This design comes from an exercise in tuning for small area on the open sky130 flow, not from production work. Function was checked by simulation only, so behaviour that the tests miss may differ from the original. Power is estimated from default activity; no workload was simulated.

// router
module router(input clk, rst,
              read_enb_0, read_enb_1, read_enb_2, pkt_valid,
              input [7:0] data_in,
              output vld_out_0, vld_out_1, vld_out_2, err, busy,
              output [7:0] data_out_0, data_out_1, data_out_2);
clock: 5.0 ns
lec_check: 0
cap_margin: 20
core_margin: 2
core_utilization: 70
slew_margin: 20
standard.sh (not shown) runs the stock make flow with config.mk's settings and CLKGATE_MAP_FILE= SYNTH_SCRIPT=/design/flow/synth_recipe.tcl, a recipe that flattens the netlist after the stock synthesis.
==> flow/flow/run.sh <==
#!/bin/bash
# Layout flow: the standard synthesis, its combinational logic re-mapped for
# area, then the standard layout steps with a leaner clock tree (clkbuf_8
# only, no dummy loads) and buf_1 cells as the port buffers.
set -euo pipefail
here=$(pwd)
flowdir=$here/flow
res=$here/orfs/results/$FLOW_PLATFORM/router/base
lib=$FLOW_HOME/platforms/$FLOW_PLATFORM/lib/sky130_fd_sc_hd__tt_025C_1v80.lib
YOSYS=$(command -v yosys || echo /OpenROAD-flow-scripts/tools/install/yosys/bin/yosys)

export CTS_ARGS="-sink_clustering_enable -repair_clock_nets -dont_use_dummy_load -buf_list sky130_fd_sc_hd__clkbuf_8 -sink_clustering_size 20 -sink_clustering_max_diameter 50"
export BUFFER_PORTS_ARGS="-buffer_cell sky130_fd_sc_hd__buf_1"

# 1. standard synthesis
bash standard.sh synth > synth_standard.log 2>&1

# 2. re-map the combinational logic
dont_use=""
for c in $(cat "$flowdir/dont_use.txt"); do dont_use="$dont_use -dont_use $c"; done
python3 "$flowdir/genmodels.py" "$lib" "$here/comb_models.v" > genmodels.log 2>&1
cp "$res/1_2_yosys.v" "$here/1_2_yosys.standard.v"
sed -e "s#@LIB@#$lib#g" -e "s#@MODELS@#$here/comb_models.v#" \
    -e "s#@NETLIST_IN@#$here/1_2_yosys.standard.v#" -e "s#@NETLIST_OUT@#$here/1_2_yosys.resynth.v#" \
    -e "s#@TOP@#$FLOW_TOP#" -e "s#@ABC_SCRIPT@#$flowdir/area.abc#" -e "s#@DONT_USE@#$dont_use#" \
    "$flowdir/resynth.ys.in" > resynth.ys
"$YOSYS" -s resynth.ys > resynth.log 2>&1
cp "$here/1_2_yosys.resynth.v" "$res/1_2_yosys.v"
rm -f "$res/1_synth.odb" "$res/1_synth.sdc"

# 3. the rest of the standard layout
bash standard.sh > layout_standard.log 2>&1
Other scripts of this flow, unchanged in this note and not shown: flow/flow/area.abc, flow/flow/dont_use.txt, flow/flow/genmodels.py, flow/flow/resynth.ys.in
The starting point passed the timing, design-rule and antenna checks.
==> next run, changes <==
- CAP_MARGIN: 20 -> 0
- SLEW_MARGIN: 20 -> 0
What happened:
- routed wire length stays flat
- clock skew shrinks by 0.026 ns
- maximum frequency shrinks by 3.1%
- power shrinks by 0.35%
- synthesized cell count is unchanged
- worst setup slack degrades by 0.12 ns
- design area is about the same
- synthesized area does not change
- cell count is about the same

* * *

## run 1
Starting RTL as in the previous note.
clock: 5.0 ns
lec_check: 0
cap_margin: 0
core_margin: 2
core_utilization: 70
slew_margin: 0
==> flow/flow/run.sh <==
#!/bin/bash
# Layout flow: the standard synthesis, its combinational logic re-mapped for
# area, then the standard layout steps with a leaner clock tree (clkbuf_8
# only, no dummy loads) and buf_1 cells as the port buffers.
set -euo pipefail
here=$(pwd)
flowdir=$here/flow
res=$here/orfs/results/$FLOW_PLATFORM/router/base
lib=$FLOW_HOME/platforms/$FLOW_PLATFORM/lib/sky130_fd_sc_hd__tt_025C_1v80.lib
YOSYS=$(command -v yosys || echo /OpenROAD-flow-scripts/tools/install/yosys/bin/yosys)

export CTS_ARGS="-sink_clustering_enable -repair_clock_nets -dont_use_dummy_load -buf_list sky130_fd_sc_hd__clkbuf_8 -sink_clustering_size 20 -sink_clustering_max_diameter 50"
export BUFFER_PORTS_ARGS="-buffer_cell sky130_fd_sc_hd__buf_1"

# 1. standard synthesis
bash standard.sh synth > synth_standard.log 2>&1

# 2. re-map the combinational logic
dont_use=""
for c in $(cat "$flowdir/dont_use.txt"); do dont_use="$dont_use -dont_use $c"; done
python3 "$flowdir/genmodels.py" "$lib" "$here/comb_models.v" > genmodels.log 2>&1
cp "$res/1_2_yosys.v" "$here/1_2_yosys.standard.v"
sed -e "s#@LIB@#$lib#g" -e "s#@MODELS@#$here/comb_models.v#" \
    -e "s#@NETLIST_IN@#$here/1_2_yosys.standard.v#" -e "s#@NETLIST_OUT@#$here/1_2_yosys.resynth.v#" \
    -e "s#@TOP@#$FLOW_TOP#" -e "s#@ABC_SCRIPT@#$flowdir/area.abc#" -e "s#@DONT_USE@#$dont_use#" \
    "$flowdir/resynth.ys.in" > resynth.ys
"$YOSYS" -s resynth.ys > resynth.log 2>&1
cp "$here/1_2_yosys.resynth.v" "$res/1_2_yosys.v"
rm -f "$res/1_synth.odb" "$res/1_synth.sdc"

# 3. the rest of the standard layout; repairs use buffers no larger than buf_2
export DONT_USE_CELLS="sky130_fd_sc_hd__buf_4 sky130_fd_sc_hd__buf_6 sky130_fd_sc_hd__buf_8 sky130_fd_sc_hd__buf_12 sky130_fd_sc_hd__buf_16"
bash standard.sh > layout_standard.log 2>&1
Other scripts of this flow, unchanged in this note and not shown: flow/flow/area.abc, flow/flow/dont_use.txt, flow/flow/genmodels.py, flow/flow/resynth.ys.in
[inputs] run 2 vs run 1
- setting GPL_TIMING_DRIVEN to 0 for the first time
--- a/flow/flow/run.sh
+++ b/flow/flow/run.sh
@@ -31,2 +31 @@
-# 3. the rest of the standard layout; repairs use buffers no larger than buf_2
-export DONT_USE_CELLS="sky130_fd_sc_hd__buf_4 sky130_fd_sc_hd__buf_6 sky130_fd_sc_hd__buf_8 sky130_fd_sc_hd__buf_12 sky130_fd_sc_hd__buf_16"
+# 3. the rest of the standard layout
--- outcome ---
- In the flow results for run 2 and run 1, the cell count after placement is larger on run 1.
- The run showing the smaller count of clock-buffer cells in the layout is run 2.
- Finished, but not clean: run 2, with max-capacitance violations, max-slew violations.
- Run 1 → run 2: share of power burned in registers lost 2.0 points, hold-critical path depth neither gained nor lost much, multi-input logic area picked up an extra 1.5%, total routing usage reported by global routing lost 0.64 points.
Relative to run 2, the following input files were edited for run 3:
- a change of CAP_MARGIN from 0 to 10
- a change of SLEW_MARGIN from 0 to 10
Measured against each other, run 2 and run 3 differ in count of non-CTS buffers in the layout, the higher figure coming from run 3.
[compare] base=run 2 new=run 3: number of clock buffer instances in the layout held steady; internal cell power grew by 0.32%.
Any difference in non-filler instance count after layout between run 3 and run 2 is small enough to ignore.
Of run 2 and run 3, the lower worst path setup slack after routing belongs to run 2.
Run 3 has worst slew margin relative to its limit above what run 2 had.
Run 3 — wire length about 0.5% lower, run 2 as reference
From run 2 to run 3 the numbers moved as follows: global-route usage decreased 0.16 points; via-per-instance ratio essentially unchanged; final area increased 89 µm²; worst hold slack essentially unchanged.
Per the final summary, run 3 finished and its layout is clean on timing, DRC and antenna.
Changes in run 4 relative to run 3:
- clearing GPL_TIMING_DRIVEN, which used to be 0
- swapping 10 for 0 in SLEW_MARGIN
- swapping 10 for 0 in CAP_MARGIN
Notes after the runs:
- Comparing run 3 and run 4, the higher synthesis-to-finish area growth was measured on run 3.
- Re setup slack: run 4 is 0.062 ns up on run 3.
- [compare] base=run 3 new=run 4: non-filler instance count after layout shows an increase of 1.1%, number of nets at the end of the flow rose by about 1.4%, final wirelength has increased.
- In terms of tightest hold margin, run 3 and run 4 differ only marginally.
- The core utilization was comparable across run 3 and run 4.
- On sequential share of cell area, run 3 and run 4 are neck and neck.
- Flip-flop and latch power (lower): run 3
- Of run 3 and run 4, the run reporting the lower critical path depth was run 3.

[what the ideal ports hide]
The flow's constraints put no driver on any port. The routed layouts listed below were extracted and timed again, unchanged, in two steps. Step 1 (the two cells are an assumption about what drives the block):
set clk [get_ports {clk}]
set_driving_cell -lib_cell sky130_fd_sc_hd__clkbuf_16 $clk
set_driving_cell -lib_cell sky130_fd_sc_hd__buf_2 [delete_from_list [all_inputs] $clk]
Step 2, shift: input delay + t, output delay - t, t = (earliest + latest rising clock arrival at the registers) / 2. This alone moves slack from input paths to output paths. Three values: ideal ports, drivers, drivers and shift; two values: the first two.
run | t, ns | setup WS [ns] | clock arrival spread, ns
the first run of note 1 | 0.611 | 1.301 / 1.301 / 1.301 | 0.079 / 0.079
the second run of note 1 | 0.603 | 1.184 / 1.184 / 1.184 | 0.049 / 0.049
run 1 | 0.607 | 1.236 / 1.236 / 1.236 | 0.065 / 0.065
run 2 | 0.605 | 1.008 / 1.008 / 1.008 | 0.082 / 0.081
run 3 | 0.604 | 1.174 / 1.174 / 1.174 | 0.075 / 0.074
run 4 | 0.607 | 1.236 / 1.236 / 1.236 | 0.065 / 0.065
